From an optimization exercise on the open Yosys and OpenROAD flow, aimed at small area; shortcuts taken in it are not production practice.
RTL that was checked went through simulation tests only; none was proved equivalent to the original.
Function not checked in runs 5 and 6: the RTL went through the layout flow alone.
The clock port is modelled as an ideal driver; clocking choices that lean on that would not hold on a real chip.
Power is estimated from default activity; no workload was simulated.

--- design/flow/design.v ---
module slowClock #(parameter N = 10)
(
	input  logic Clock,
	input  logic Reset,
	output logic Enable
);
	logic [N-1:0] Count;
	logic feedback;
	assign feedback = Count[N-1] ^ Count[N-4] ^ (Count[N-2:0] == '0);
	always_ff @(posedge Clock, posedge Reset)
	begin
		if (Reset)
			Count <= 0;
		else
			Count <= {Count[N-2:0], feedback};
	end
	assign Enable = Count == 1;
endmodule
module RippleInc #(parameter W = 8)
(
	input  logic [W-1:0] q,
	input  logic         en,
	output logic [W-1:0] d
);
	logic [W:0] t;
	assign t[0] = en;
	genvar i;
	for (i = 0; i < W; i++) begin : g
		assign d[i]   = q[i] ^ t[i];
		assign t[i+1] = q[i] & t[i];
	end
endmodule
module RippleUpDown #(parameter W = 8)
(
	input  logic [W-1:0] q,
	input  logic         en,
	input  logic         dn,
	output logic [W-1:0] d
);
	logic [W:0] t;
	assign t[0] = en;
	genvar i;
	for (i = 0; i < W; i++) begin : g
		assign d[i]   = q[i] ^ t[i];
		assign t[i+1] = (q[i] ^ dn) & t[i];
	end
endmodule
module RippleSub #(parameter W = 8)
(
	input  logic [W-1:0] a,
	input  logic [W-1:0] b,
	input  logic         cin,
	output logic [W-1:0] s,
	output logic         cout
);
	logic [W:0] c;
	assign c[0] = cin;
	genvar i;
	for (i = 0; i < W; i++) begin : g
		assign s[i]   = a[i] ^ ~b[i] ^ c[i];
		assign c[i+1] = (a[i] & ~b[i]) | (c[i] & (a[i] ^ ~b[i]));
	end
	assign cout = c[W];
endmodule
module Divider
(
	input  logic [9:0]  yPosition,
	input  logic [10:0] xPosition,
	output logic        DrawDivider
);
	assign DrawDivider = xPosition >= 11'd301 && xPosition <= 11'd309 && yPosition >= 10'd301;
endmodule
module Paddle
#(
	paddleTop = 225
)
(
	input  logic       Clock,
	input  logic       Enable,
	input  logic       Reset,
	input  logic       upPaddle,
	input  logic       downPaddle,
	output logic [8:0] topPaddle
);
	logic movedUp, movedDown;
	logic atTop, atBottom;
	assign atTop = (topPaddle == 9'd0 && !movedUp && !movedDown) || (topPaddle == 9'd1 && movedUp);
	assign atBottom = (topPaddle >= 9'd449 && movedDown) || (topPaddle >= 9'd450 && !movedUp);
	logic [8:0] topNext;
	RippleUpDown #(9) step (.q(topPaddle), .en(Enable & (movedUp | movedDown)), .dn(movedUp), .d(topNext));
	always_ff @(posedge Clock)
	begin
		if (Reset)
		begin
			topPaddle <= paddleTop;
			movedUp   <= 0;
			movedDown <= 0;
		end
		else
		begin
			topPaddle <= topNext;
			if (Enable)
			begin
				movedUp   <= !atTop && upPaddle;
				movedDown <= !(!atTop && upPaddle) && !atBottom && downPaddle;
			end
		end
	end
endmodule
module ball
#(
	oLeft = 390,
	oTop = 290
)
(
	input  logic        Clock,
	input  logic        Enable,
	input  logic        Reset,
	input  logic [8:0]  topPlaneL,
	input  logic [8:0]  topPlaneR,
	output logic [9:0]  ballX,
	output logic [10:0] ballY
);
	logic xdir, ydir;
	logic atLeft, atRight;
	assign atLeft  = ballX[9:1] == 9'd0;                                   
	assign atRight = ballX[9] & ballX[8] & ballX[3] & ballX[2];            
	logic zoneR, zoneL, faceR, faceL;
	assign zoneR = ballX >= 10'd700 && ballX <= 10'd750;
	assign zoneL = ballX >= 10'd30 && ballX <= 10'd80;
	assign faceR = ballX == 10'd700;
	assign faceL = ballX == 10'd80;
	logic [8:0]  pTop;
	logic [10:0] d;
	logic        dc;
	assign pTop = ballX[9] ? topPlaneR : topPlaneL;
	RippleSub #(11) sub (.a({1'b0, ballY[9:0]}), .b({2'b0, pTop}), .cin(1'b1), .s(d), .cout(dc));
	logic wrapped, wrapB;
	assign wrapped = ballY[10];
	assign wrapB = ballY >= 11'd2028;     
	logic dNeg, dPos, dLt150, dLe150, dGeM19, dLe130, dGe130;
	assign dNeg   = d[10];
	assign dPos   = !d[10] && d != 11'd0;
	assign dLt150 = d[10] || d[9:0] < 10'd150;
	assign dLe150 = d[10] || d[9:0] <= 10'd150;
	assign dGeM19 = !d[10] || d[9:0] >= 10'd1005;
	assign dLe130 = d[10] || d[9:0] <= 10'd130;
	assign dGe130 = !d[10] && d[9:0] >= 10'd130;
	logic hitTopSide, hitBottomSide, hitLeftBottom, hitFace;
	assign hitTopSide    = !wrapped && dLt150 && dGeM19;                   
	assign hitBottomSide = !wrapped && dPos && dLt150;                     
	assign hitLeftBottom = !wrapped && dGe130 && dLe150;                   
	assign hitFace       = wrapped ? wrapB : (!dNeg && dLe130);            
	logic atCeil, atFloor;
	assign atCeil  = ballY[10:1] == 10'd0;                     
	assign atFloor = ballY >= 11'd580 && ballY < 11'd2028;     
	logic ydirNext, xdirNext;
	always_comb
	begin
		ydirNext = ydir;
		xdirNext = xdir;
		if (atCeil)  ydirNext = 1;
		if (atFloor) ydirNext = 0;
		if (atLeft)  begin xdirNext = 1; ydirNext = 1; end
		if (atRight) begin xdirNext = 0; ydirNext = 0; end
		if ((zoneR || zoneL) && hitTopSide) ydirNext = 0;
		if (zoneR && hitBottomSide) ydirNext = 1;
		if (zoneL && hitLeftBottom) ydirNext = 1;
		if (faceR && hitFace) xdirNext = 0;
		if (faceL && hitFace) xdirNext = 1;
	end
	logic        recentre;
	logic [9:0]  xStep;
	logic [10:0] yStep;
	assign recentre = atLeft | atRight;
	RippleUpDown #(10) xs (.q(ballX), .en(Enable), .dn(!xdir), .d(xStep));
	RippleUpDown #(11) ys (.q(ballY), .en(Enable), .dn(!ydir), .d(yStep));
	always_ff @(posedge Clock)
	begin
		if (Reset || (Enable && recentre))
		begin
			ballX <= oLeft;
			ballY <= oTop;
		end
		else
		begin
			ballX <= xStep;
			ballY <= yStep;
		end
		if (Reset)
		begin
			xdir <= 1;
			ydir <= 1;
		end
		else if (Enable)
		begin
			xdir <= xdirNext;
			ydir <= ydirNext;
		end
	end
endmodule
module VgaController
(
	input  logic        Clock,
	input  logic        Reset,
	output logic        vSync_n,
	output logic        hSync_n,
	output logic        sync_n,
	output logic        blank_n,
	output logic [10:0] hCount,
	output logic [9:0]  vCount
);
	logic hWrap, vWrap;
	assign hWrap = hCount[10] & hCount[4];
	assign vWrap = vCount[9] & vCount[7] & vCount[4] & vCount[3] & vCount[1];
	logic [10:0] hInc;
	logic [9:0]  vInc;
	RippleInc #(11) hAdd (.q(hCount), .en(1'b1),  .d(hInc));
	RippleInc #(10) vAdd (.q(vCount), .en(hWrap), .d(vInc));
	always_ff @(posedge Clock)
	begin
		hCount <= (Reset | hWrap | vWrap) ? 11'd0 : hInc;
		vCount <= (Reset | vWrap) ? 10'd0 : vInc;
	end
	logic hVis, vVis, hSync, vSyncBand;
	assign hVis = ~(hCount[10] | (hCount[9] & hCount[8] & (hCount[7] | hCount[6] | hCount[5])));   
	assign vVis = ~(vCount[9] & (vCount[8] | vCount[7] | (vCount[6] & (vCount[5] | (vCount[4] & vCount[3])))));   
	assign hSync = (hCount >= 11'd856) && (hCount < 11'd976);
	assign vSyncBand = (vCount >= 10'd637) && (vCount < 10'd643);
	assign blank_n = hVis & vVis;
	assign hSync_n = ~hSync;
	assign vSync_n = ~((vCount >= 10'd637) && (hCount < 11'd643));
	assign sync_n  = ~(hSync | vSyncBand);
endmodule
module PongGame
(
	input CLOCK_50,
	input [3:0] KEY,
	input [9:0] SW,
	output logic VGA_BLANK_N,
	output logic VGA_SYNC_N,
	output logic VGA_HS,
	output logic VGA_VS,
	output logic [ 7:0] VGA_R,
	output logic [ 7:0] VGA_G,
	output logic [ 7:0] VGA_B
);
	logic [10:0] hCount;
	logic [9:0]  vCount;
	logic        pix_stb;
	logic [8:0]  topL, topR;
	logic [9:0]  ballX;
	logic [10:0] ballY;
	VgaController vgaDisplay
	(
		.Clock(CLOCK_50),
		.Reset(SW[9]),
		.blank_n(VGA_BLANK_N),
		.sync_n(VGA_SYNC_N),
		.hSync_n(VGA_HS),
		.vSync_n(VGA_VS),
		.hCount(hCount),
		.vCount(vCount)
	);
	slowClock #(10) tick(CLOCK_50, SW[9], pix_stb);
	ball #(.oLeft(390), .oTop(290)) BallObj
	(
		.Clock(CLOCK_50),
		.Enable(pix_stb),
		.Reset(SW[9]),
		.topPlaneL(topL),
		.topPlaneR(topR),
		.ballX(ballX),
		.ballY(ballY)
	);
	Paddle #(.paddleTop(225)) paddle_LObj
	(
		.Clock(CLOCK_50),
		.Enable(pix_stb),
		.Reset(SW[9]),
		.downPaddle(~KEY[3]),
		.upPaddle(~KEY[2]),
		.topPaddle(topL)
	);
	Paddle #(.paddleTop(225)) paddle_RObj
	(
		.Clock(CLOCK_50),
		.Enable(pix_stb),
		.Reset(SW[9]),
		.downPaddle(~KEY[1]),
		.upPaddle(~KEY[0]),
		.topPaddle(topR)
	);
	logic [9:0] bx, by;
	logic       bxc, byc;
	RippleSub #(10) subBX (.a(hCount[9:0]), .b(ballX), .cin(1'b0), .s(bx), .cout(bxc));
	RippleSub #(10) subBY (.a(vCount), .b(ballY[9:0]), .cin(1'b0), .s(by), .cout(byc));
	logic drawBall;
	assign drawBall = !ballY[10] && bx <= 10'd18 && by <= 10'd18;
	logic [8:0] pTop;
	logic [9:0] py;
	logic       pyc;
	assign pTop = hCount[9] ? topR : topL;
	RippleSub #(10) subPY (.a(vCount), .b({1'b0, pTop}), .cin(1'b0), .s(py), .cout(pyc));
	logic inPaddleRows, drawPaddle_R, drawPaddle_L;
	assign inPaddleRows = py <= 10'd148;
	assign drawPaddle_R = inPaddleRows && hCount >= 11'd721 && hCount <= 11'd769;
	assign drawPaddle_L = inPaddleRows && hCount >= 11'd31 && hCount <= 11'd79;
	logic DrawDivider;
	Divider DividerObj (.yPosition(vCount), .xPosition(hCount), .DrawDivider(DrawDivider));
	logic white, red, blue;
	assign white = VGA_BLANK_N && (drawBall || DrawDivider);
	assign red   = VGA_BLANK_N && !drawBall && drawPaddle_R;
	assign blue  = VGA_BLANK_N && !drawBall && drawPaddle_L;
	assign VGA_R = {8{white}} | {8{red}} & 8'hEF | {8{blue}} & 8'h07;
	assign VGA_G = {8{white}} | {8{red}} & 8'h2F | {8{blue}} & 8'h37;
	assign VGA_B = {8{white}} | {8{red}} & 8'h2F | {8{blue}} & 8'hF7;
endmodule
--- design/flow/flow/run.sh ---
#!/bin/bash
# Standard layout, with the port buffers made from the smallest buffer,
# cells downsized after floorplan (placement repair restores any that need it),
# a clock tree of clkbuf_4 with no dummy loads, and clock-tree leaves whose
# estimated output slew is high upsized to clkbuf_8.
cp standard.sh standard.sh.log
export BUFFER_PORTS_ARGS="-buffer_cell sky130_fd_sc_hd__buf_1"
export CTS_ARGS="-sink_clustering_enable -repair_clock_nets -buf_list sky130_fd_sc_hd__clkbuf_4 -dont_use_dummy_load"
export POST_CTS_TCL="$(pwd)/flow/cts_post.tcl"
export POST_FLOORPLAN_TCL="$(pwd)/flow/downsize.tcl"
bash standard.sh > standard.log 2>&1
--- design/flow/flow/cts_post.tcl ---
estimate_parasitics -placement
set n 0
foreach inst [[ord::get_db_block] getInsts] {
  if {[[$inst getMaster] getName] ne "sky130_fd_sc_hd__clkbuf_4"} { continue }
  set leaf 0
  foreach it [[[$inst findITerm X] getNet] getITerms] {
    if {[[$it getMTerm] getName] eq "CLK"} { set leaf 1 }
  }
  if {!$leaf} { continue }
  set pin [get_pins [$inst getName]/X]
  set s [expr {max([get_property $pin slew_max_rise], [get_property $pin slew_max_fall])}]
  if {$s > 0.105} {
    puts "cts_post: upsizing [$inst getName] (slew $s)"
    replace_cell [$inst getName] sky130_fd_sc_hd__clkbuf_8
    incr n
  }
}
puts "cts_post: upsized $n clock buffers"
if {$n > 0} {
  detailed_placement
  check_placement -verbose
  estimate_parasitics -placement
}
--- design/flow/flow/downsize.tcl ---
# Replace each cell by the smallest-area cell of the same function family
# (same name up to the drive-strength suffix). The later placement repair
# steps restore drive strength where timing, slew or capacitance need it.
set smallest [dict create]
foreach lc [get_lib_cells sky130_fd_sc_hd__*] {
  set name [get_name $lc]
  if {![regexp {^(sky130_fd_sc_hd__.*)_(\d+)$} $name -> base size]} { continue }
  if {[get_property $lc dont_use]} { continue }
  set area [get_property $lc area]
  if {![dict exists $smallest $base] || $area < [lindex [dict get $smallest $base] 0]} {
    dict set smallest $base [list $area $name]
  }
}
set n 0
set saved 0.0
foreach inst [[ord::get_db_block] getInsts] {
  set name [[$inst getMaster] getName]
  if {![regexp {^(sky130_fd_sc_hd__.*)_(\d+)$} $name -> base size]} { continue }
  if {![dict exists $smallest $base]} { continue }
  lassign [dict get $smallest $base] area best
  set cur [get_property [get_lib_cells $name] area]
  if {$area < $cur} {
    replace_cell [$inst getName] $best
    incr n
    set saved [expr {$saved + $cur - $area}]
  }
}
puts "downsize: replaced $n cells, [format %.1f $saved] um2 less"
--- design/flow/standard.sh ---
#!/bin/bash
# synth_recipe.tcl (not shown) runs the flow's synth.tcl, then flattens the netlist and writes it again
# the make line also repeats each setting of config.mk as NAME=value (left out here)
make -C /OpenROAD-flow-scripts/flow DESIGN_CONFIG=/design/flow/config.mk WORK_HOME=/design/flow/orfs CLKGATE_MAP_FILE= SYNTH_SCRIPT=/design/flow/synth_recipe.tcl "${@:-finish}"
--- design/flow/config.mk ---
export PLATFORM = sky130hd
export DESIGN_NAME = PongGame
export DESIGN_NICKNAME = PongGame
export VERILOG_FILES = /design/flow/design.v
export SDC_FILE = /design/flow/constraint.sdc
export NUM_CORES = 4
export LEC_CHECK = 0
export CAP_MARGIN = 20
export CORE_MARGIN = 2
export CORE_UTILIZATION = 80
export CTS_BUF_LIST = sky130_fd_sc_hd__clkbuf_4
export SLEW_MARGIN = 20
--- design/flow/constraint.sdc ---
create_clock -name core_clock -period 10.0 [get_ports {CLOCK_50}]
set_input_delay 2.0000 -clock core_clock [delete_from_list [all_inputs] [get_ports {CLOCK_50}]]
set_output_delay 2.0000 -clock core_clock [all_outputs]
set_load 0.01 [all_outputs]
==> results.txt, run 1 <==
Setup violations remaining at the end of the flow were counted as 0. The total non-filler cell area in the finished layout is 5570 µm². The number of placed cells counting well taps is about 700. The first-pass GRT wire length came out at 20,500 µm. The net count after synthesis is roughly 700. Leaving out fill and tap cells, the most frequent cell in the layout is dfxtp_1. The placed standard-cell area came out at about 5500 µm².

The hold violation total from the final report came out at 0. Clock tree synthesis found a total of 76 sinks. The number of distinct standard cells referenced by the synthesized netlist came out at 61.

The sort of element at the end of the critical path is a primary output. The floorplan die area came out at 7590 µm². The region available for standard cell placement spans 6760 µm². The power density relative to cell area is about 89 nW/µm². For this configuration, the core starts out at a cell density of 0.818. The number of slew-limit violations in the final report came out at 0.

The setup TNS came out at 0 ns. The register-to-register setup slack came out at between 4 and 5 ns. The number of antenna-violating nets in the routed design came out at 0.

The placed wire-length estimate came out at 9110 µm. In this run the cell area of the synthesized design comes to 5530 µm². The total routed wirelength is 12,300 µm.

In the synthesized netlist the async set-or-reset flop fraction comes to 0.132. The layout cell share with drive strength beyond 1 is 0.0480. Data on the critical path is required at its endpoint by 8.00 ns.

Setup repair after global routing left no endpoint under its margin. The worst-case setup slack after placement is 2.28 ns. The via count of the first global-routing pass came out at 4,313. The tightest slew margin relative to the limit came out at 0.412. The worst hold path belongs to the class reg -> reg. The critical path startpoint is BallObj.ballX[0]. The pin slew with the least headroom to its limit came out at roughly 0.87 ns. The worst setup path is launched from a flip-flop. The highest ir drop seen on vdd is 0.0967 mV. The cell count after synthesis came out at about 640.

Yosys printed 4 warnings. The fmax came out at 122 MHz. At the end of the flow, the number of nets in the layout was 698. The first TritonRoute pass finished after 5 iterations. The length in cells of the worst reg-to-reg path is 19. The part of the Yosys area used for sequential elements is 0.284. The site row count came out at 30. The post-route minimum period came out at 8.18 ns. The diode insertion count for antenna repair is 0. The worst register-to-register path begins at BallObj.ballX[9]. The final clock skew is ~0.027 ns. The number of enable-type register cells in the synthesized netlist came out at 0. The endpoint identified for the worst register-to-register timing path is BallObj.xdir. The clock latency of the later-clocked register in the worst-skew pair is 0.44 ns. For the worst setup path, the data arrival time is roughly 6.2 ns. The run finished with no timing, DRC or antenna violations. For this design the top-level I/O count stands at between 40 and 50. In the synthesized netlist the dominant register cell turns out to be dfxtp_1. Measured along the y axis, the die boundary spans 87.1 µm. The number of design rule violations left after detail routing is 0.

The flip-flop and latch count after synthesis is 76. The number of antenna violations at the first check in global routing is 0. The DRC violation total after the first TritonRoute iteration came out at 414.

The end point of the critical path is VGA_B[0]. In the finished design, the share of the clock period the worst path needs comes to 0.818. On the final layout, the worst hold slack is 0.377 ns. The pin count of the biggest net entering global routing came out at 21. The die extent in x is around 87 µm. The tool flagged a number of max-cap violations equal to 0. The overall fraction of global-route tracks in use came out at 0.346. Buffers placed on the I/O ports in this run total 33. The mean post-synth cell area is 8.69 µm². After global routing the overflow that remains totals 0.

The critical path is of the reg -> out type. The via density per instance is 6.48. Along the worst path, the maximum fanout reaches 11. The via count is roughly 4,600. After layout, the worst setup slack is 1.82 ns. The number of standard cells in the layout, taps in and fillers out came out at 705.

The CTS tree is done. The wire length per cell came out at 17.5 µm. The library cells used most frequently in the layout, excluding fill and tap cells, are 66 x dfxtp_1, 53 x nor2_1, 47 x inv_1, 43 x nand2_1, 37 x xnor2_1. The leakage power came out at 2.10 nW. The area growth from synthesis to final layout is 0.838%.

The placer's final routability congestion estimate is 0.971. The clock-pin slew on the worst setup and hold paths is 0.09 ns.
==> power by group <==
part           internal [mW]  switching, mW  total [mW]  leakage [nW]
Combinational        0.00838         0.0122      0.0206          1.39
Sequential             0.305        0.00565       0.310         0.655
Clock                 0.0628          0.103       0.165        0.0544
Total                  0.376          0.121       0.496          2.10
==> flip-flops by register name, indices dropped and copies added (netlist names) <==
signal / count
paddle_RObj.topPaddle: 9
BallObj.xdir: 1
paddle_RObj.movedDown: 1
paddle_RObj.movedUp: 1
paddle_LObj.movedUp: 1
vgaDisplay.vCount: 10
paddle_LObj.movedDown: 1
BallObj.ballX: 10
tick.Count: 10
BallObj.ballY: 11
BallObj.ydir: 1
paddle_LObj.topPaddle: 9
vgaDisplay.hCount: 11
==> routing by layer <==
layer / global-route usage / vias to the layer above / routed length [µm]
met5: 0 / - / 0
met1: 0.469 / 2170 / 5330
met4: 0.0951 / 0 / 215
met3: 0.0815 / 30 / 869
met2: 0.560 / 217 / 5910
li1: - / 2151 / -
==> layout make-up <==
cell class,instances,area (µm²)
multi-input combinational,457,3480
sequential,76,1570
fill,443,1180
inverter,47,176
timing repair buffer,36,146
tap,80,100
clock buffer,9,98.8
==> critical path, cell delays in order (launching register included) <==
cell and delay [ns]:
dfxtp_1 0.47, inv_1 0.07, ha_1 0.20, inv_1 0.08
fa_1 0.17, inv_1 0.06, fa_1 0.41, inv_1 0.10
fa_1 0.19, inv_1 0.06, fa_1 0.44, fa_1 0.46
fa_1 0.42, inv_1 0.08, fa_1 0.17, inv_1 0.05
fa_1 0.42, xnor2_1 0.15, xnor2_1 0.16, nand3_1 0.12
or3b_2 0.50, o21ai_0 0.72, buf_1 0.23
==> synth_stat cells (all sizes together), types with 4 or more instances <==
cell | count | area (µm²)
ha | 24 | 300
and3 | 11 | 68.8
o21ai | 30 | 150
a21oi | 31 | 163
o41ai | 4 | 35.0
dfxtp | 66 | 1320
nand4 | 11 | 68.8
a31oi | 4 | 25.0
fa | 32 | 641
nor3 | 21 | 110
nand2b | 6 | 37.5
nor4 | 9 | 56.3
and2 | 13 | 81.3
xor2 | 20 | 175
buf | 30 | 198
nor2 | 53 | 199
inv | 47 | 176
xnor2 | 37 | 324
nand2 | 43 | 161
mux2i | 14 | 140
dfrtp | 10 | 250
nor2b | 6 | 37.5
mux2 | 9 | 101
clkbuf | 26 | 97.6
or3 | 10 | 62.6
nand3 | 10 | 50.1
o211ai | 5 | 37.5
or4 | 6 | 52.6
==> worst min path at each step <==
stage / start / end / slack (ns) / cells after the start
floorplan: tick.Count[1] / tick.Count[2] / 0.35 / 0
global placement: tick.Count[8] / tick.Count[9] / 0.35 / 0
detailed placement: tick.Count[1] / tick.Count[2] / 0.36 / 0
global route: tick.Count[1] / tick.Count[2] / 0.39 / 0
finish: tick.Count[1] / tick.Count[2] / 0.38 / 0
==> kinds of logic after synthesis <==
logic type / count (synthesis) / synth area share
compound gates: 101 / 0.115
mux: 23 / 0.0437
simple gates: 220 / 0.211
buf+inv: 103 / 0.0853
xor+xnor: 57 / 0.0903
fa+ha+maj: 56 / 0.170
flops: 76 / 0.284
==> stage by stage <==
stage | power [mW] | util
after global placement | 0.336 | 0.809
after floorplan | 0.331 | -
after detailed placement | 0.337 | 0.809
final | 0.496 | 0.825
after global routing | 0.512 | 0.825
==> inputs of run 2 (changes only) <==
--- a/design/flow/config.mk
+++ b/design/flow/config.mk
@@ -8,5 +8,5 @@
 export CAP_MARGIN = 20
 export CORE_MARGIN = 2
-export CORE_UTILIZATION = 80
+export CORE_UTILIZATION = 65
 export CTS_BUF_LIST = sky130_fd_sc_hd__clkbuf_4
 export SLEW_MARGIN = 20
==> run 2 against run 1 <==
  * Critical endpoint unchanged
  * Setup slack improved by 0.066 ns
  * Clock power increased by 8%
  * Still clean
  * Routed wire length decreased by 4.3%
  * Via count decreased by 3.2%
  * First-iteration DRC count decreased by 28%
  * Sequential share of layout area decreased by 0.20 points
  * Largest power group unchanged
  * Final cell count increased by 3.7%
  * Maximum frequency increased by 0.81%
  * Synthesized cell count unchanged
==> results.txt, run 2 <==
The flow ran to the end and the layout has no timing, DRC or antenna violations. The area of the core is between 8000 and 9000 µm². The placer's final routability congestion estimate came out at 0.905. The first-pass GRT wire length came out at about 20,000 µm.

The net count after synthesis is 707. The netlist area before placement is 5530 µm². The power density relative to cell area is 90.5 nW/µm². In the layout the commonest cells are 66 x dfxtp_1, 53 x nor2_1, 47 x inv_1, 43 x nand2_1, 37 x xnor2_1. The hold violation total from the final report is 0. The tightest min-delay check is of the reg -> reg type. The post-route minimum period is between 8 and 9 ns.

The worst register-to-register path begins at BallObj.ballX[9]. The overflow left after global routing came out at 0. Yosys mapped a number of flops with a built-in enable equal to 0. The repair_antennas step left the layout with diodes totalling 0. The total routed wirelength came out at around 12,000 µm. The final worst-path cycle share is 0.811. Of the total synthesized cell area, the portion taken by AND, OR, NAND and NOR gates is 0.211. The top flip-flop cell by instance count after synthesis is dfxtp_1. The clock-pin slew on the worst setup and hold paths is 0.08 ns. In this run the worst setup path begins at BallObj.ballY[0]. The first routing iteration left 300 violations.

TritonCTS built the clock tree. The multiplexer fraction of the synthesized cell area came out at 0.0437. The quantity of I/O buffers inserted on ports came out at 33. In the global route stage, met3 resource usage came out at 0.0352.

The combinational family with the most area after synthesis is simple AND/OR/NAND/NOR gates. The placed standard-cell area came out at approximately 5500 µm². The floorplan die area is 9260 µm². At the worst endpoint, the arrival time is 6.11 ns. STA classifies the critical path startpoint as a flip-flop. By instance count, the leading cell after synthesis is dfxtp_1. The pin slew with the least headroom to its limit is 1.14 ns. The number of iterations in the first detailed-routing pass came out at 5. Of the synthesized area, sequential elements account for 0.284.

The area growth from synthesis to final layout is 1.56%. The tool flagged a number of max-cap violations equal to 0. The number of clock sinks is 76.

Setup repair after global routing left no endpoint under its margin. The share of async-settable or async-resettable flops after synthesis is 0.132. The die extent in x is 96.2 µm. After routing the design area is 5610 µm². The worst setup path is captured at a primary output. The number of design rule violations left after detail routing came out at 0.

The I/O pin count is 43. The type of the setup path with the least slack is reg -> out. The tightest slew margin relative to the limit is 0.233. In the global route stage, overall resource usage came out at 0.277. met2 is the most crowded layer. Using the TritonRoute via totals, the vias-per-cell ratio works out to 6.05. Of the total synthesized cell area, the portion taken by full adders, half adders and majority gates is 0.170. The register-to-register setup slack is 4.26 ns. The initialized floorplan defines 33 standard-cell rows. The worst-case setup margin in the final layout came out at around 1.9 ns. Along the worst path, the maximum fanout reaches 11.

After synthesis, the mean cell area works out to about 8.7 µm². The final layout contains between 600 and 700 nets. The number of antenna-violating nets in the routed design came out at 0. In this run, synthesis produced a sequential element count of 76. The overall power is 0.508 mW. The number of slew-limit violations in the final report is 0. The layout cell share with drive strength beyond 1 is 0.0463. The vertical die dimension came out at 96.2 µm. The wire-length estimate of the detail-placed layout is 8700 µm. The number of warning messages in the yosys log is 4. In the synthesized netlist, the cells that appear most often are 66 x dfxtp_1, 53 x nor2_1, 47 x inv_1. Entering global routing, the biggest net connects 21 pins. The fmax came out at 123 MHz. The worst reg2reg path endpoint is BallObj.ydir. The via count is 4,423. The via count of the first global-routing pass came to 4,072. Summed over all instances, the cell type with the most area after synthesis is dfxtp_1. The highest ir drop seen on vdd is approximately 0.064 mV.

The cell count after synthesis came out at 636. The length in cells of the worst reg-to-reg path is 19. The worst-case setup slack after placement is 2.31 ns.

Fill cells in the final layout number approximately 700. The synthesized netlist contains between 60 and 70 unique library cells. The setup TNS came out at 0 ns. The library cell used most frequently in the layout, excluding fill and tap cells, is dfxtp_1.

Of the post-synthesis cell area, the dominant cell type holds 0.239. The initial core utilization is 0.673. The largest registers in the layout are BallObj.ballY x11, vgaDisplay.hCount x11. The number of antenna violations at the first check in global routing came to 0. The critical path ends at VGA_B[0]. After detailed routing, the average wire length per cell comes to 16.1 µm. Setup violations remaining at the end of the flow were counted as 0. In the global route stage, met2 resource usage came out at 0.424. The complex-gate fraction of the synthesized area is 0.115. The endpoint required time on the critical path is around 8.0 ns. The share of the synthesized netlist area taken by xor and xnor gates is 0.0903. Clock skew on the completed layout was measured at 0.0265 ns. The clock latency of the later-clocked register in the worst-skew pair came out at 0.44 ns.

The leakage power is 2.11 nW. Yosys attributes the largest share of cell area to dfxtp_1 24%, fa_1 12%, xnor2_1 5.9%. The met1 usage came out at 0.405.
-- run 2: power by group --
part / internal [mW] / switching [mW] / total, mW
combinational: 0.00841 / 0.0116 / 0.0200
sequential: 0.305 / 0.00563 / 0.310
clock: 0.0713 / 0.106 / 0.178
-- run 2: worst max-delay path, cell delays in order (launching register included) --
cell	delay, ns
dfxtp_1	0.43
inv_1	0.13
ha_1	0.22
inv_1	0.08
fa_1	0.16
inv_1	0.06
fa_1	0.41
inv_1	0.08
fa_1	0.17
inv_1	0.06
fa_1	0.44
fa_1	0.46
fa_1	0.42
inv_1	0.09
fa_1	0.17
inv_1	0.05
fa_1	0.53
nor2_1	0.05
nand4_1	0.08
a221oi_1	0.06
nand3_1	0.12
or3b_2	0.48
o21ai_0	0.72
buf_1	0.23
-- run 2: cells by family (layout without fill, tap and decap cells) --
family	Yosys count	after routing
and+or+nand+nor	220	220
buffers and inverters	103	93
AOI/OAI and AO/OA	101	101
DFF	76	76
xor gates and xnor gates	57	57
adders and majority gates	56	56
muxes	23	23
-- run 2: through the flow --
stage / cells / hold WS, ns / util
final: 731 / 0.375 / 0.683
after floorplan: 636 / 0.355 / -
after global placement: 722 / 0.349 / 0.670
after global routing: 731 / 0.385 / 0.683
after detailed placement: 722 / 0.357 / 0.670
-- run 2: worst min path at each step --
stage,from,to,slack (ns),cells past startpoint
5_1_grt,tick.Count[7],tick.Count[8],0.38,0
3_5_place_dp,tick.Count[3],tick.Count[4],0.36,0
2_1_floorplan,tick.Count[1],tick.Count[2],0.35,0
6_report,tick.Count[7],tick.Count[8],0.37,0
3_3_place_gp,tick.Count[8],tick.Count[9],0.35,0
-- run 2: routing by layer --
metal  share of wire  up-vias  routed length (µm)
met5               0        -                   0
met4           0.015        0                 176
met3           0.048       14                 570
met2            0.45      127                5340
met1            0.48     2133                5710
li1                -     2149                   -
-- run 2: final cells by class --
| cell class | count | area [µm²] | share of cell area |
|---|---|---|---|
| multi-input combinational | 457 | 3470 | 0.618 |
| sequential | 76 | 1570 | 0.280 |
| inverter | 47 | 176 | 0.0314 |
| timing repair buffer | 37 | 154 | 0.0274 |
| tap | 105 | 131 | 0.0234 |
| clock buffer | 9 | 111 | 0.0198 |
==> inputs of run 3 (changes only) <==
--- a/design/flow/config.mk
+++ b/design/flow/config.mk
@@ -6,7 +6,7 @@
 export NUM_CORES = 4
 export LEC_CHECK = 0
-export CAP_MARGIN = 20
+export CAP_MARGIN = 0
 export CORE_MARGIN = 2
-export CORE_UTILIZATION = 65
+export CORE_UTILIZATION = 80
 export CTS_BUF_LIST = sky130_fd_sc_hd__clkbuf_4
-export SLEW_MARGIN = 20
+export SLEW_MARGIN = 0
==> run 3 against run 2 <==
  * Utilization rose by 14 points
  * Critical path depth fell by 1
  * Combinational power increased by 2%
  * Hold slack improved by 0.0034 ns
  * Register-to-register slack worse by 0.15 ns
  * Area after synthesis stayed put
  * Sequential share of layout area increased by 0.26 points
  * Design area decreased by 0.91%
  * Non-clock buffer count down 1
==> results.txt, run 3 <==
The fmax came out at around 120 MHz. The number of antenna violations at the first check in global routing came to 0. The number of antenna-violating nets in the routed design is 0. In the post-route analysis, the smallest setup slack over all paths is 1.83 ns. The I/O pin count came out at 43.

The library cells used most frequently in the layout, excluding fill and tap cells, are 66 x dfxtp_1, 53 x nor2_1, 47 x inv_1, 43 x nand2_1, 37 x xnor2_1. During synthesis, Yosys emitted a total of 4 warnings. The number of enable-type register cells in the synthesized netlist came out at 0. The net count after synthesis is 707. Clock skew on the completed layout was measured at 0.0282 ns.

Walking the worst path, the cells encountered are inv_1 > ha_1 > inv_1 > fa_1 > inv_1 > fa_1 > inv_1 > fa_1 > inv_1 > fa_1 > fa_1 > fa_1 > inv_1 > fa_1 > inv_1 > fa_1 > xnor2_1 > xnor2_1 > nand3_1 > or3b_2 > o21ai_0 > buf_1. The number of slew-limit violations in the final report came out at 0. Yosys attributes the largest share of cell area to dfxtp_1 24%, fa_1 12%, xnor2_1 5.9%. In the synthesized netlist the async set-or-reset flop fraction comes to 0.132. The wire-length estimate of the detail-placed layout is 9110 µm. Of the cells placed in the final design, the portion with a size suffix greater than 1 is 0.0448. The area growth from synthesis to layout is 0.634%.

In the final layout, the registers with the most flip-flops are BallObj.ballY x11, vgaDisplay.hCount x11. The fraction of the core area covered by cells at the end of the flow came out at 0.823. Across every metal layer, demand over resource in global routing totals 0.346. TritonCTS built the clock tree.

For the pin with the worst max-slew slack, the measured transition is 1.23 ns. The number of buffers and inverters on the critical path is 8. The via count of the first global-routing pass is 4,313.

The worst setup path is launched from a flip-flop. The worst pin sits at a relative slew slack of 0.168. The net count of the finished layout is 698.

The post-route minimum period is 8.17 ns. The most numerous cell in the Yosys netlist is dfxtp_1. At the end of routability-driven placement, the weighted congestion stood at slightly below 1. The first routing iteration left about 400 violations. The cell count after synthesis came out at between 600 and 700.

Entering global routing, the biggest net connects 21 pins. The fraction of synthesized cell area taken by the top area cell type is 0.239. The mean post-synth cell area is 8.69 µm². Setup repair after global routing left no endpoint under its margin. The number of iterations in the first detailed-routing pass came out at 7. The clock-pin slew on the worst setup and hold paths is 0.09 ns. For this run, the slowest stage of the critical path takes 0.71 ns. The netlist area before placement came out at 5530 µm².

Leaving out fill and tap cells, the most frequent cell in the layout is dfxtp_1. The first global-routing pass estimated 20,500 µm of wire. The highest ir drop seen on vdd came out at around 0.096 mV. The power density relative to cell area came out at roughly 89 nW/µm². For this configuration, the core starts out at a cell density of 0.818. Max-cap violations in this run came to 0. The total routed wirelength is 12,200 µm. The via count is 4,554. For the worst setup path, the data required time is 8.00 ns. The number of clock sinks came out at 76. The flip-flop and latch count after synthesis is 76.

The hold violation total from the final report is 0. In this run the register-to-register setup slack is 4.11 ns. In this run the worst path has a maximum fanout of 11. The worst-case setup slack after placement came out at 2.28 ns. The commonest cells after synthesis are 66 x dfxtp_1, 53 x nor2_1, 47 x inv_1. The region available for standard cell placement spans ~6800 µm². On the critical path the largest part of the delay comes from adder cells.

The sort of element at the end of the critical path is a primary output. For this run the aggregate overflow at the end of global routing stands at 0. The setup TNS came out at 0 ns. Setup violations remaining at the end of the flow were counted as 0.

For this run, the leading register cell type out of synthesis is dfxtp_1. The cell that appears most often on the critical path is fa_1. The part of the Yosys area used for sequential elements is 0.284. The worst setup path is of the reg -> out kind. After detailed routing, the average wire length per cell comes to about 17 µm.

After detailed routing, the number of remaining DRC violations is 0. The floorplan die area is 7590 µm². The site row count came out at 30. The leakage power came out at 2.10 nW. The diode insertion count for antenna repair is 0. In this run, distinct cell masters in the synthesized netlist total 61. The clock latency of the later-clocked register in the worst-skew pair came out at 0.44 ns. Data on the critical path arrives at its endpoint at slightly above 6 ns.

Final hold analysis gives a worst-case slack of approximately 0.38 ns. In the routed layout, each cell is associated on average with a via count of 6.46. Dividing the final minimum period by the clock period gives 0.817. The quantity of I/O buffers inserted on ports came out at 33. On the critical path, the stage with the largest delay is an instance of o21ai_0. The vertical die dimension is ~87 µm. The die extent in x is 87.1 µm. The flow ran to the end and the layout has no timing, DRC or antenna violations. The biggest area contributor in the post-synthesis netlist is dfxtp_1. The min-delay analysis places its worst path in the category reg -> reg.
run 3: final timing paths:
path / startpoint / endpoint / cells after the start
setup / recovery: BallObj.ballX[0] / VGA_B[0] / 22
hold reg to reg: tick.Count[1] / tick.Count[2] / 0
max in group asynchronous: SW[9] / tick.Count[1] / 4
min in group asynchronous: SW[9] / tick.Count[2] / 3
hold / removal: tick.Count[1] / tick.Count[2] / 0
setup reg to reg: BallObj.ballX[9] / BallObj.xdir / 19
run 3: kinds of logic after synthesis:
group                      Yosys count  share of synthesized area
adders and majority gates           56                      0.170
and+or+nand+nor                    220                      0.211
buffers and inverters              103                     0.0853
DFF                                 76                      0.284
AOI/OAI and AO/OA                  101                      0.115
xor gates and xnor gates            57                     0.0903
muxes                               23                     0.0437
run 3: stage by stage:
step           power [mW]  instances  instance area [µm²]
3_3_place_gp        0.336        696                 5460
6_report            0.496        705                 5560
2_1_floorplan       0.331        636                 5530
5_1_grt             0.511        705                 5560
3_5_place_dp        0.337        696                 5460
run 3: final cells by class:
type	count	area [µm²]
flip-flops and latches	76	1570
fillers	447	1190
clock buffers	9	98.8
repair buffers	36	146
multi-input cells	457	3470
inverters	47	176
well taps	80	100
run 3: layer usage:
layer  share of wire  GRT usage  up-vias
met2            0.48      0.560      240
met4           0.021     0.0951        0
met3           0.076     0.0815       38
met5               0          0        -
li1                -          -     2141
met1            0.42      0.469     2135
run 3: where the power goes:
| group | total (mW) | leakage (nW) | switching (mW) | internal (mW) |
|---|---|---|---|---|
| combinational | 0.0204 | 1.39 | 0.0121 | 0.00827 |
| sequential | 0.310 | 0.655 | 0.00564 | 0.305 |
| clock | 0.165 | 0.0544 | 0.102 | 0.0628 |
==> inputs of run 4 (changes only) <==
--- a/design/flow/flow/cts_post.tcl
+++ b/design/flow/flow/cts_post.tcl
@@ -17,5 +17,8 @@
 }
 puts "cts_post: upsized $n clock buffers"
-if {$n > 0} {
+# Downsize again what placement and clock-tree repair upsized; global
+# routing's repair restores any cell that needs the drive.
+source [file join [file dirname $::env(POST_CTS_TCL)] downsize.tcl]
+if {1} {
   detailed_placement
   check_placement -verbose
--- a/design/flow/flow/downsize.tcl
+++ b/design/flow/flow/downsize.tcl
@@ -18,4 +18,5 @@
   if {![regexp {^(sky130_fd_sc_hd__.*)_(\d+)$} $name -> base size]} { continue }
   if {![dict exists $smallest $base]} { continue }
+  if {[string match *clk* $base]} { continue }
   lassign [dict get $smallest $base] area best
   set cur [get_property [get_lib_cells $name] area]
==> run 4 against run 3 <==
  * Still clean
  * Hold slack better by 0.00061 ns
  * Non-clock buffer count unchanged
  * Utilization down 0.24 points
  * Design area down 0.29%
  * Critical path type unchanged
  * Critical endpoint unchanged
  * Largest power group unchanged
==> results.txt, run 4 <==
The flow ran to the end and the layout has no timing, DRC or antenna violations. The fmax is 122 MHz. Summing all multi-input logic gate instances after layout gives 3460 µm². The I/O pin count came out at 43. In the final routed layout, each cell accounts on average for 17.4 µm.

The final worst hold slack came out at 0.379 ns. In the synthesized netlist the async set-or-reset flop fraction comes to 0.132. After synthesis, the netlist uses 61 different library cells.

The total routed wirelength is 12,300 µm. The first routing iteration left approximately 430 violations. The net count of the finished layout is 698. The area of the core came out at 6760 µm². The min-delay analysis places its worst path in the category reg -> reg. The cell count after synthesis is approximately 640. The highest ir drop seen on vdd came out at slightly below 0.1 mV. STA classifies the critical path endpoint as a primary output.

The diode insertion count for antenna repair is 0. The via count is 4,518. The share of the Yosys chip area taken by registers is 0.284.

The data arrival at the endpoint of the critical path is between 6 and 7 ns. The area growth from synthesis to final layout is 0.340%. The placed standard-cell area is between 5000 and 6000 µm². Setup repair after global routing left no endpoint under its margin. In the synthesized netlist the dominant register cell turns out to be dfxtp_1. After synthesis, the mean cell area works out to just under 9 µm². The completed layout was analyzed and its total power is 0.495 mW.

The largest fanout of any net on the critical path came out at 11. The cell type with the highest aggregate area in the netlist is dfxtp_1. The floorplan die area came out at 7590 µm². The number of placed cells counting well taps is 696.

The number of max-cap violations came out at 0. The initial core utilization is 0.818. The quantity of I/O buffers inserted on ports is 33. The leakage power is about 2.1 nW. The final number of setup-violating endpoints came out at 0.

Leaving out fill and tap cells, the most frequent cell in the layout is dfxtp_1. The floorplan has 30 rows. The cell area that synthesis handed to floorplanning was 5530 µm². In this run the power density over the cells is 89.3 nW/µm². The number of warning messages in the yosys log came out at 4.

The number of iterations in the first detailed-routing pass is 5. Entering global routing, the biggest net connects 21 pins. The total overflow left after global routing is 0.

The die extent in x is 87.1 µm. The most numerous cell in the Yosys netlist is dfxtp_1. STA puts the critical path data required time at 8.00 ns.

The via count of the first global-routing pass is 4,308. The layout cell share with drive strength beyond 1 is 0.0384. Headroom to the max-slew limit came out at 0.180.

The type of the setup path with the least slack is reg -> out. The via density per instance is 6.41. The area taken by flip-flops and latches is between 1500 and 2000 µm². The final worst-path cycle share is 0.818. The first-pass GRT wire length is roughly 21,000 µm.

The number of filler instances in the final layout is 450. The hold violation total from the final report came out at 0. The post-route minimum period is just over 8 ns. At the pin with the least slew margin, the transition time is 1.21 ns.

In the synthesized netlist, the cells that appear most often are 66 x dfxtp_1, 53 x nor2_1, 47 x inv_1. The number of antenna violations at the first check in global routing is 0. The overall fraction of global-route tracks in use came out at 0.346. The clock reaches the later pin of the worst-skew pair after roughly 0.44 ns. The net count after synthesis came out at 707.

The number of standard cells in the layout, taps in and fillers out is 705. The clock-pin slew on the worst setup and hold paths is 0.09 ns. The worst setup path is launched from a flip-flop. The number of design rule violations left after detail routing came out at 0. Leaving out fill and tap cells, the most frequent cells in the layout are 66 x dfxtp_1, 53 x nor2_1, 47 x inv_1, 43 x nand2_1, 37 x xnor2_1.

The CTS tree is done. The fraction of synthesized cell area taken by the top area cell type is 0.239. The number of slew-limit violations in the final report came out at 0.

Yosys mapped a number of flops with a built-in enable equal to 0. For the final database, setup skew stands at 0.0280 ns. The congestion estimate from routability-driven global placement came to 0.971. After synthesis, the cell types taking the most area are dfxtp_1 24%, fa_1 12%, xnor2_1 5.9%.

The flip-flop and latch count after synthesis came out at 76. The vertical die dimension is 87.1 µm. The number of antenna-violating nets in the routed design is 0. The placed wire-length estimate is 9110 µm. The total non-filler cell area in the finished layout came out at ~5500 µm². Setup total negative slack on the finished layout was measured at 0 ns. The largest registers in the layout are BallObj.ballY x11, vgaDisplay.hCount x11. The number of clock sinks came out at 76.
run 4: cell counts after synthesis:
Identical to the previous run, type by type.
run 4: per-layer routing:
metal / global-route usage / part of all wire / vias to the layer above
met3: 0.0815 / 0.078 / 36
met4: 0.0951 / 0.022 / 0
met1: 0.469 / 0.43 / 2117
met5: 0 / 0 / -
li1: - / - / 2143
met2: 0.560 / 0.48 / 222
run 4: cell type report:
type                    count  share of cell area
inverters                  47              0.0318
multi-input cells         457               0.625
well taps                  80              0.0180
clock buffers               9              0.0178
repair buffers             36              0.0244
flip-flops and latches     76               0.283
run 4: critical path, stage by stage, from the launching register on:
cell	delay, ns
dfxtp_1	0.48
inv_1	0.07
ha_1	0.20
inv_1	0.08
fa_1	0.17
inv_1	0.06
fa_1	0.41
inv_1	0.11
fa_1	0.19
inv_1	0.06
fa_1	0.44
fa_1	0.46
fa_1	0.43
inv_1	0.09
fa_1	0.17
inv_1	0.05
fa_1	0.42
xnor2_1	0.15
xnor2_1	0.16
nand3_1	0.12
or3b_2	0.50
o21ai_0	0.72
buf_1	0.23
run 4: path summary, 6_finish.rpt:
| kind | from | cells after the start | endpoint | slack [ns] |
|---|---|---|---|---|
| max | BallObj.ballX[0] | 22 | VGA_B[0] | 1.82 |
| min | tick.Count[1] | 0 | tick.Count[2] | 0.38 |
| max reg2reg | BallObj.ballX[9] | 19 | BallObj.xdir | 4.12 |
| min reg2reg | tick.Count[1] | 0 | tick.Count[2] | 0.38 |
| max in group asynchronous | SW[9] | 4 | tick.Count[1] | 6.93 |
| min in group asynchronous | SW[9] | 3 | tick.Count[2] | 1.99 |
run 4: stage by stage:
step                utilization  worst slack, ns
finish                    0.821             1.82
detailed placement        0.809             2.28
global route              0.821             1.40
global placement          0.809             2.45
floorplan                     -             2.36
run 4: power breakdown:
group	internal, mW	total, mW	switching [mW]
clock	0.0629	0.165	0.102
combinational	0.00791	0.0200	0.0121
sequential	0.305	0.310	0.00562
run 4: logic make-up (layout without fill, tap and decap cells):
logic type      Yosys count  count (layout)  share of synthesized area
mux                      23              23                     0.0437
compound gates          101             101                      0.115
buf+inv                 103              92                     0.0853
fa+ha+maj                56              56                      0.170
xor+xnor                 57              57                     0.0903
flops                    76              76                      0.284
simple gates            220             220                      0.211
==> inputs of run 5 (changes only) <==
--- a/design/flow/design.v
+++ b/design/flow/design.v
@@ -225,10 +225,12 @@
 	logic hVis, vVis, hSync, vSyncBand;
 	assign hVis = ~(hCount[10] | (hCount[9] & hCount[8] & (hCount[7] | hCount[6] | hCount[5])));   
-	assign vVis = ~(vCount[9] & (vCount[8] | vCount[7] | (vCount[6] & (vCount[5] | (vCount[4] & vCount[3])))));   
+	assign vVis = ~(vCount[9] & (vCount[7] | (vCount[6] & (vCount[5] | (vCount[4] & vCount[3])))));   
 	assign hSync = (hCount >= 11'd856) && (hCount < 11'd976);
-	assign vSyncBand = (vCount >= 10'd637) && (vCount < 10'd643);
+	logic vGe637;                                                           
+	assign vGe637 = vCount[9] & (vCount[7] | (&vCount[6:2] & (vCount[1] | vCount[0])));
+	assign vSyncBand = vGe637 && (vCount < 10'd643);
 	assign blank_n = hVis & vVis;
 	assign hSync_n = ~hSync;
-	assign vSync_n = ~((vCount >= 10'd637) && (hCount < 11'd643));
+	assign vSync_n = ~(vGe637 && (hCount < 11'd643));
 	assign sync_n  = ~(hSync | vSyncBand);
 endmodule
@@ -311,6 +313,6 @@
 	logic white, red, blue;
 	assign white = VGA_BLANK_N && (drawBall || DrawDivider);
-	assign red   = VGA_BLANK_N && !drawBall && drawPaddle_R;
-	assign blue  = VGA_BLANK_N && !drawBall && drawPaddle_L;
+	assign red   = drawPaddle_R;
+	assign blue  = drawPaddle_L;
 	assign VGA_R = {8{white}} | {8{red}} & 8'hEF | {8{blue}} & 8'h07;
 	assign VGA_G = {8{white}} | {8{red}} & 8'h2F | {8{blue}} & 8'h37;
==> run 5 against run 4 <==
  * Non-clock buffer count fell by 2
  * Count of clock-buffer cells in the layout unchanged
  * Critical endpoint is now VGA_B[5]
  * Still clean
  * Clock power fell by 5%
  * Via count up 1.4%
  * Global-route usage is 2.1 points lower
  * Critical path depth rose by 1
  * Maximum frequency increased by 0.22%
  * Combinational power down about 30%
  * Design area is essentially flat
==> results.txt, run 5 <==
Leaving out fill and tap cells, the most frequent cell in the layout is dfxtp_1. The flow ran to the end and the layout has no timing, DRC or antenna violations. The cell count after synthesis is 641.

The worst-case hold path end point is tick.Count[3]. The overflow left after global routing came out at 0. Summed over all layers, the routed wires come to 12,100 µm.

dfxtp_1 is the most common cell in the netlist. The setup TNS is 0 ns. The flip-flop and latch count after synthesis is 76.

In this run the cell area of the synthesized design comes to approximately 5600 µm². The floorplan has 30 rows. The part of the Yosys area used for sequential elements came out at 0.281. Across the run, the number of max-cap violations was 0. The worst stage delay on the critical path is 0.57 ns. The vertical die dimension is slightly below 90 µm. The wire length per cell is 17.1 µm. The mean post-synth cell area is 8.71 µm². The DRC violation total after the first TritonRoute iteration came out at 343. The largest fanout of any net on the critical path came out at 11. The largest individual stage delay along the critical path comes from the cell dfxtp_1. The overall fraction of global-route tracks in use is 0.325. The cell type with the highest aggregate area in the netlist is dfxtp_1. For the worst setup path, the data required time is 8.00 ns. In the finished design, the share of the clock period the worst path needs comes to 0.816. For this design the static power due to leakage is roughly 2.2 nW. The number of distinct standard cells referenced by the synthesized netlist came out at 64. The number of warning messages in the yosys log came out at 4.

The worst hold path was traced through 0 stages. The number of antenna-violating nets in the routed design is 0. The length in cells of the worst reg-to-reg path is 19. The area growth from synthesis to final layout came out at -0.650%. In this run the register-to-register setup slack is 4.08 ns. The worst reg2reg path endpoint is BallObj.xdir. The highest ir drop seen on vdd is around 0.094 mV. The net count after synthesis is approximately 710. In the final layout, the registers with the most flip-flops are BallObj.ballY x11, vgaDisplay.hCount x11. The final route contains approximately 4,600 vias. The diode insertion count for antenna repair came out at 0.

The clock latency of the later-clocked register in the worst-skew pair is 0.44 ns. In this run, synthesis inferred 0 flip-flops with an integrated enable. The data arrival at the endpoint of the critical path is 6.16 ns. For this run, the leading register cell type out of synthesis is dfxtp_1. The clock-pin slew on the worst setup and hold paths is about 0.10 ns. The placer's final routability congestion estimate is 0.906. Setup violations remaining at the end of the flow were counted as 0. The placed wire-length estimate came out at 8970 µm. The share of async-settable or async-resettable flops after synthesis came out at 0.132. The pre-antenna-repair detailed-routing pass consisted of 7 iterations. The tightest slew margin relative to the limit came out at 0.254. The area of the core came out at ~6800 µm². The signal on the critical path passes through inv_1 > ha_1 > inv_1 > fa_1 > inv_1 > fa_1 > inv_1 > fa_1 > inv_1 > fa_1 > fa_1 > fa_1 > inv_1 > fa_1 > inv_1 > fa_1 > nor4b_1 > nand4b_1 > a221oi_1 > a32oi_1 > nor2b_1 > or3_1 > buf_1. The critical register-to-register path startpoint is BallObj.ballX[9].

The post-route minimum period is between 8 and 9 ns. The number of slew-limit violations in the final report came out at 0. Sorting the synthesized cells by area gives the leading types as dfxtp_1 24%, fa_1 11%, xnor2_1 5.6%. TritonCTS built the clock tree. The final worst hold slack came out at 0.384 ns. The hold violation total from the final report was 0. In this run the tool buffered the top-level ports with 33 buffer cells. Power spread over the standard cell area amounts to ~86 nW/µm².

The first-pass GRT wire length is just under 20,000 µm. In the layout the commonest cells are 66 x dfxtp_1, 54 x nand2_1, 53 x nor2_1, 40 x inv_1, 36 x xnor2_1. The number of filler instances in the final layout came out at 417.

For the pin with the worst max-slew slack, the measured transition is 1.11 ns. The final clock skew came out at 0.0302 ns. The number of clock sinks came out at 76. The I/O pin count came out at 43. The via density per instance came out at 6.48.

STA classifies the critical path endpoint as a primary output. The launch point of the worst hold path is tick.Count[2]. The pin count of the biggest net entering global routing is 21.

In the synthesized netlist, the cells that appear most often are 66 x dfxtp_1, 54 x nand2_1, 53 x nor2_1. The via count of the first global-routing pass came out at 4,326. The fraction of synthesized cell area taken by the top area cell type came out at 0.237.

Measured along the x axis, the die boundary spans 87.5 µm. The die covers 7660 µm². The number of design rule violations left after detail routing is 0. For this configuration, the core starts out at a cell density of 0.826. The final layout contains 700 nets. The worst hold-check path type is reg -> reg. Derived from the worst setup path, the maximum achievable clock frequency is around 120 MHz. Setup repair after global routing left no endpoint under its margin. In this design, the critical path's most frequently occurring cell is fa_1. The number of antenna violations at the first check in global routing is 0.

The critical path is of the reg -> out type. The element type at the critical path start is a flip-flop. The layout cell share with drive strength beyond 1 is 0.0239.
run 5: cell count changes after synthesis, sizes merged, moves of 4 or more:
cell / previous run / this run
o21ai: 30 / 20
nor4: 9 / 16
and3: 11 / 17
a21oi: 31 / 26
inv: 47 / 40
nor3: 21 / 25
and3b: 0 / 4
nand2: 43 / 54
run 5: how the worst max path moves through the flow:
stage          cells past startpoint  slack, ns        to        startpoint
6_report                          23       1.84  VGA_B[5]  BallObj.ballX[0]
5_1_grt                           23       1.49  VGA_R[0]  BallObj.ballX[0]
3_5_place_dp                      23       2.32  VGA_B[5]  BallObj.ballX[0]
3_3_place_gp                      23       2.52  VGA_R[2]  BallObj.ballX[0]
2_1_floorplan                     24       2.67  VGA_B[1]  BallObj.ballX[0]
run 5: routing by layer:
| metal | up-vias | part of all wire | wire length [µm] | track usage |
|---|---|---|---|---|
| met4 | 0 | 0.037 | 444 | 0.129 |
| met5 | - | 0 | 0 | 0 |
| li1 | 2157 | - | - | - |
| met2 | 239 | 0.45 | 5490 | 0.513 |
| met1 | 2133 | 0.43 | 5200 | 0.446 |
| met3 | 50 | 0.078 | 942 | 0.0603 |
run 5: layout make-up:
class,count,area (µm²),area share
sequential,76,1570,0.283
inverter,40,150,0.0271
timing repair buffer,34,128,0.0230
multi-input combinational,468,3510,0.632
tap,80,100,0.0180
clock buffer,9,92.6,0.0167
run 5: critical path, delay by kind of cell (launching register included):
kind,cells,cell delay [ns]
buffers and inverters,8,0.71
adders and majority gates,9,2.92
and+or+nand+nor,4,1.07
AOI/OAI and AO/OA,2,0.43
DFF,1,0.57
run 5: report_power, final:
part           internal, mW  leakage [nW]  switching [mW]
logic               0.00433          1.52         0.00968
clock network        0.0586        0.0518          0.0983
registers             0.304         0.655         0.00161
run 5: kinds of logic after synthesis:
logic type / Yosys count / synth area share
compound gates: 86 / 0.102
xor+xnor: 57 / 0.0894
fa+ha+maj: 56 / 0.168
buf+inv: 97 / 0.0804
flops: 76 / 0.281
mux: 22 / 0.0408
simple gates: 247 / 0.238
run 5: stage by stage:
stage | power [mW] | area (µm²) | cells | worst slack (ns) | util
6_report | 0.477 | 5550 | 707 | 1.84 | 0.821
5_1_grt | 0.490 | 5550 | 707 | 1.49 | 0.821
3_5_place_dp | 0.327 | 5460 | 698 | 2.32 | 0.808
3_3_place_gp | 0.326 | 5460 | 698 | 2.52 | 0.808
2_1_floorplan | 0.322 | 5580 | 641 | 2.67 | -
==> inputs of run 6 (changes only) <==
==> design/flow/flow/run.sh (replaced) <==
#!/bin/bash
# The standard layout (standard.sh, standard synthesis unchanged), with:
# - the port buffers made from the smallest buffer;
# - cells downsized to their smallest drive strength after floorplan and again
#   after clock-tree synthesis (the repair steps that follow restore drive
#   where timing, slew or capacitance need it);
# - after floorplan, the combinational logic re-mapped for area by OpenROAD's
#   restructure (ABC; registers untouched), its files and ABC log in rmp/;
# - a clock tree of clkbuf_4 with no dummy loads, whose leaf buffers with a
#   high estimated output slew are upsized to clkbuf_8.
# The make output of every step goes to standard.log; ORFS keeps each tool's
# own log under orfs/logs.
cp standard.sh standard.sh.log
export BUFFER_PORTS_ARGS="-buffer_cell sky130_fd_sc_hd__buf_1"
export CTS_ARGS="-sink_clustering_enable -repair_clock_nets -buf_list sky130_fd_sc_hd__clkbuf_4 -dont_use_dummy_load"
export POST_CTS_TCL="$(pwd)/flow/cts_post.tcl"
export POST_FLOORPLAN_TCL="$(pwd)/flow/floorplan_post.tcl"
export RMP_WORK="$(pwd)/rmp"
bash standard.sh > standard.log 2>&1
==> design/flow/flow/floorplan_post.tcl (new file) <==
# After floorplan: downsize every cell to its smallest drive strength, then
# re-map the combinational logic for area with OpenROAD's restructure (ABC).
# Registers are not touched. Placement and repair restore drive strength where
# timing, slew or capacitance need it.
set flowdir [file dirname $::env(POST_FLOORPLAN_TCL)]
source [file join $flowdir downsize.tcl]
report_design_area

# restructure hands ABC a liberty file and does not honour dont_use, so give
# it a copy of the platform's library without the don't-use cells.
file mkdir $::env(RMP_WORK)
set lib_in [lindex $::env(LIB_FILES) 0]
set lib_out [file join $::env(RMP_WORK) no_dont_use.lib]
set patterns {}
foreach c $::env(DONT_USE_CELLS) { lappend patterns $c }
set fin [open $lib_in r]
set fout [open $lib_out w]
set skip 0
set depth 0
set dropped 0
while {[gets $fin line] >= 0} {
  if {!$skip && [regexp {^\s*cell\s*\(\s*"?([A-Za-z0-9_]+)"?\s*\)} $line -> cname]} {
    foreach p $patterns {
      if {[string match $p $cname]} { set skip 1; set depth 0; incr dropped; break }
    }
  }
  if {$skip} {
    incr depth [expr {[regexp -all {\{} $line] - [regexp -all {\}} $line]}]
    if {$depth <= 0 && [regexp {\}} $line]} { set skip 0 }
    continue
  }
  puts $fout $line
}
close $fin
close $fout
puts "floorplan_post: dropped $dropped don't-use cells from the library given to restructure"

restructure -target area -slack_threshold 0.5 \
  -liberty_file $lib_out \
  -tielo_port sky130_fd_sc_hd__conb_1/LO -tiehi_port sky130_fd_sc_hd__conb_1/HI \
  -work_dir $::env(RMP_WORK) -abc_logfile $::env(RMP_WORK)/abc.log
file delete $lib_out
report_design_area
source [file join $flowdir downsize.tcl]
report_design_area
==> run 6 against run 5 <==
  * Design area decreased by 3.7%
  * Maximum frequency down 1.7%
  * Non-clock buffer count grew 3
  * Register-to-register slack got worse by 0.65 ns
  * Clock power barely moved
  * Utilization is 3.1 points lower
  * Synthesized cell count unchanged
  * Largest cell class unchanged
==> results.txt, run 6 <==
The finished cells cover 5340 µm². The most numerous cell in the Yosys netlist is dfxtp_1. From left edge to right edge, the die measures 87.5 µm. The number of antenna violations at the first check in global routing is 0. The top cell types in the final layout, fill and taps aside, are 116 x nor2_1, 108 x clkinv_1, 80 x o21ai_0, 66 x dfxtp_1. The critical path goes through clkinv_1 > o22ai_1 > nor2_1 > o22ai_1 > nor2b_1 > o22ai_1 > nor2b_1 > o22ai_1 > nor2b_1 > nor2_1 > nor3_1 > nor3_1 > nor2_1 > o21ai_0 > o21ai_0 > nor2b_1 > a21oi_1 > nor2b_1 > nor2b_1 > a31o_1 > or2_0 > buf_1. Routability-driven placement finished with a final weighted congestion of 0.948. Dividing the detail-routed wire length by the instance count gives 18.5 µm.

The leakage power is 1.59 nW. The commonest cells after synthesis are 66 x dfxtp_1, 54 x nand2_1, 53 x nor2_1. The data arrival at the endpoint of the critical path came out at 6.31 ns.

In this design, the critical path's most frequently occurring cell is nor2b_1. The power density relative to cell area is 89.0 nW/µm². The endpoint required time on the critical path is 8.00 ns. The area of the core came out at 6760 µm².

Once detailed placement completed, the half-perimeter wirelength came to between 10,000 and 15,000 µm. In this run the register-to-register setup slack is between 3 and 4 ns. The vertical die dimension came out at 87.5 µm.

The first global-routing pass estimated 24,600 µm of wire. The sort of element at the end of the critical path is a primary output. The via count of the first global-routing pass is 5,253. Once layout is complete, the cells apart from fillers number 830.

The final worst-path cycle share is 0.831. In the synthesized netlist the dominant register cell turns out to be dfxtp_1. The highest ir drop seen on vdd is 0.116 mV. The end point of the critical path is VGA_R[1]. By area the synthesized netlist is led by dfxtp_1 24%, fa_1 11%, xnor2_1 5.6%.

Counting every instance in the synthesized netlist gives 641. In this run the tool buffered the top-level ports with 33 buffer cells. Including well taps, the total number of placed cells is ~800.

The diode insertion count for antenna repair is 0. The type of the setup path with the least slack is reg -> out. Entering global routing, the biggest net connects 28 pins.

The layout cell share with drive strength beyond 1 came out at 0.0133. The worst-case setup slack after placement is between 2 and 2.5 ns. The tightest min-delay check is of the reg -> reg type. The area growth from synthesis to final layout is -4.37%.

The DRC violation total after the first TritonRoute iteration is between 700 and 800. Of all flip-flops after synthesis, the portion carrying an async set or reset was 0.132. The floorplan step defined a die boundary enclosing ~7700 µm². During synthesis, Yosys emitted a total of 4 warnings. The synthesized design contains 0 enable-type register cells.

The element type at the critical path start is a flip-flop. The worst-case setup margin in the final layout came out at 1.69 ns. The cell type with the highest aggregate area in the netlist is dfxtp_1. The number of max-cap violations came out at 0. The critical path startpoint is vgaDisplay.hCount[9]. The site row count is 30. At the later pin of the worst-skew pair, clock insertion delay measures 0.44 ns. The endpoint identified for the worst register-to-register timing path is BallObj.xdir. The run finished with no timing, DRC or antenna violations. The via density per instance is 7.22. Among all stages on the critical path, the largest delay is contributed by dfxtp_1. The fmax is between 100 and 150 MHz.

The clock-pin slew on the worst setup and hold paths is 0.10 ns. In this run the critical register-to-register path is launched from BallObj.ballX[9]. The setup TNS is 0 ns. The largest fanout of any net on the critical path is 14. Once detail routing completed, the nets flagged for antenna violations numbered 0. The synthesized design contains 76 register bits. The placed standard-cell area is around 5300 µm². Measured against its own limit, the worst slew margin works out to 0.158. For the pin with the worst max-slew slack, the measured transition is 1.25 ns. The worst stage delay on the critical path is 0.67 ns. In this run the cell area of the synthesized design comes to 5580 µm². The number of clock sinks is 76. Leaving out fill and tap cells, the most frequent cell in the layout is nor2_1. The number of distinct standard cells referenced by the synthesized netlist is 64.

For this run, the register share of the synthesized area comes to 0.281. After detailed routing, the number of remaining DRC violations is 0. Overall power consumption after layout is estimated at 0.475 mW. The total routed wirelength is between 15,000 and 20,000 µm. The CTS tree is done. The via count is 5,991. In the final design database the tool counted 767 nets. The largest registers in the layout are BallObj.ballY x11, vgaDisplay.hCount x11.

The fraction of the core area covered by cells at the end of the flow is 0.790. Setup repair after global routing left no endpoint under its margin. The hold violation total from the final report came out at 0. The number of slew-limit violations in the final report is 0.

The final number of setup-violating endpoints came out at 0. For this run the aggregate overflow at the end of global routing stands at 0. The initial core utilization is 0.826. Across the routed clock network, the largest skew measured is 0.0318 ns.

The routed design could run at a clock period as short as approximately 8.3 ns. The net count after synthesis is 712. Of the post-synthesis cell area, the dominant cell type holds 0.237. The mean post-synth cell area came out at 8.71 µm². The length in cells of the worst reg-to-reg path is 28. Before antenna repair, the detailed router went through 6 iterations. For this run, the total global-route usage over all layers was measured as 0.408. Across all hold checks on the routed design, the worst slack comes to about 0.36 ns. For this design the top-level I/O count stands at 43.
-- run 6: cell types whose count changed in the layout (fill, tap and decap cells not counted), sizes merged, moves of 20 or more --
cell | previous run | this run
a211oi | 1 | 29
nor2 | 53 | 116
a22oi | 1 | 21
nand2 | 54 | 27
xor2 | 21 | 1
o21ai | 20 | 81
o22ai | 0 | 36
inv | 40 | 0
fa | 32 | 0
ha | 24 | 0
xnor2 | 36 | 3
clkinv | 0 | 108
-- run 6: how the worst min path moves through the flow --
| stage | slack (ns) | end | from | depth (start not counted) |
|---|---|---|---|---|
| 2_1_floorplan | 0.37 | tick.Count[1] | tick.Count[0] | 0 |
| 3_3_place_gp | 0.36 | tick.Count[2] | tick.Count[1] | 0 |
| 3_5_place_dp | 0.36 | tick.Count[8] | tick.Count[7] | 0 |
| 5_1_grt | 0.40 | tick.Count[9] | tick.Count[8] | 0 |
| 6_report | 0.36 | tick.Count[2] | tick.Count[1] | 0 |
-- run 6: area by class of cell --
| cell class | count | area (µm²) |
|---|---|---|
| Timing Repair Buffer | 37 | 140 |
| Tap cell | 80 | 100 |
| Fill cell | 522 | 1420 |
| Multi-Input combinational cell | 520 | 3040 |
| Clock buffer | 9 | 86.3 |
| Inverter | 108 | 405 |
| Sequential cell | 76 | 1570 |
-- run 6: cell families (layout without fill, tap and decap cells) --
| family | Yosys count | after routing | share of synthesized area |
|---|---|---|---|
| compound gates | 86 | 290 | 0.102 |
| xor+xnor | 57 | 4 | 0.0894 |
| fa+ha+maj | 56 | 0 | 0.168 |
| buf+inv | 97 | 154 | 0.0804 |
| flops | 76 | 76 | 0.281 |
| mux | 22 | 0 | 0.0408 |
| simple gates | 247 | 226 | 0.238 |
-- run 6: report_power, final --
group | leakage (nW) | switching, mW | internal [mW] | total (mW)
Combinational | 0.884 | 0.00978 | 0.00344 | 0.0132
Sequential | 0.655 | 0.00128 | 0.304 | 0.305
Clock | 0.0492 | 0.102 | 0.0546 | 0.157
-- run 6: routing by layer --
layer  vias up  routed length (µm)  GRT usage
li1       2768                   -          -
met1      2715                6030      0.515
met2       415                7070      0.665
met3        93                1520     0.0943
met4         0                 734      0.189
met5         -                   0          0
-- run 6: worst max-delay path, delay by kind of cell (launching register included) --
family / cells / cell delay, ns
simple gates: 12 / 2.63
compound gates: 8 / 1.83
buf+inv: 2 / 0.73
flops: 1 / 0.67

==> afterwards: timing with drivers on the ports <==
Ports are ideal in the flow. The routed layouts listed here were re-timed in OpenROAD. Step 1 sets driving cells, clkbuf_16 on the clock port and buf_2 on the other inputs (assumed; they add their load-dependent delay and slew). Step 2 also shifts input and output timing later by t, the mid clock arrival at the registers, as if the neighbouring blocks saw the same clock. a / b / c = ideal / step 1 / step 2; a / b = the first two.
run	shift t [ns]	setup slack, ns	hold slack, ns	worst setup path after step 2	pins driven straight from the clock port
run 1	0.453	1.822 / 1.796 / 2.248	0.377 / 0.377 / 0.377	register to output	1
run 2	0.456	1.887 / 1.857 / 2.313	0.375 / 0.375 / 0.375	register to output	1
run 3	0.453	1.831 / 1.806 / 2.258	0.378 / 0.378 / 0.378	register to output	1
run 4	0.449	1.818 / 1.792 / 2.240	0.379 / 0.379 / 0.379	register to output	1
run 5	0.454	1.835 / 1.811 / 2.265	0.384 / 0.384 / 0.384	register to output	1
run 6	0.454	1.691 / 1.661 / 2.114	0.365 / 0.365 / 0.365	register to output	1
After both steps every run listed still meets setup and hold.
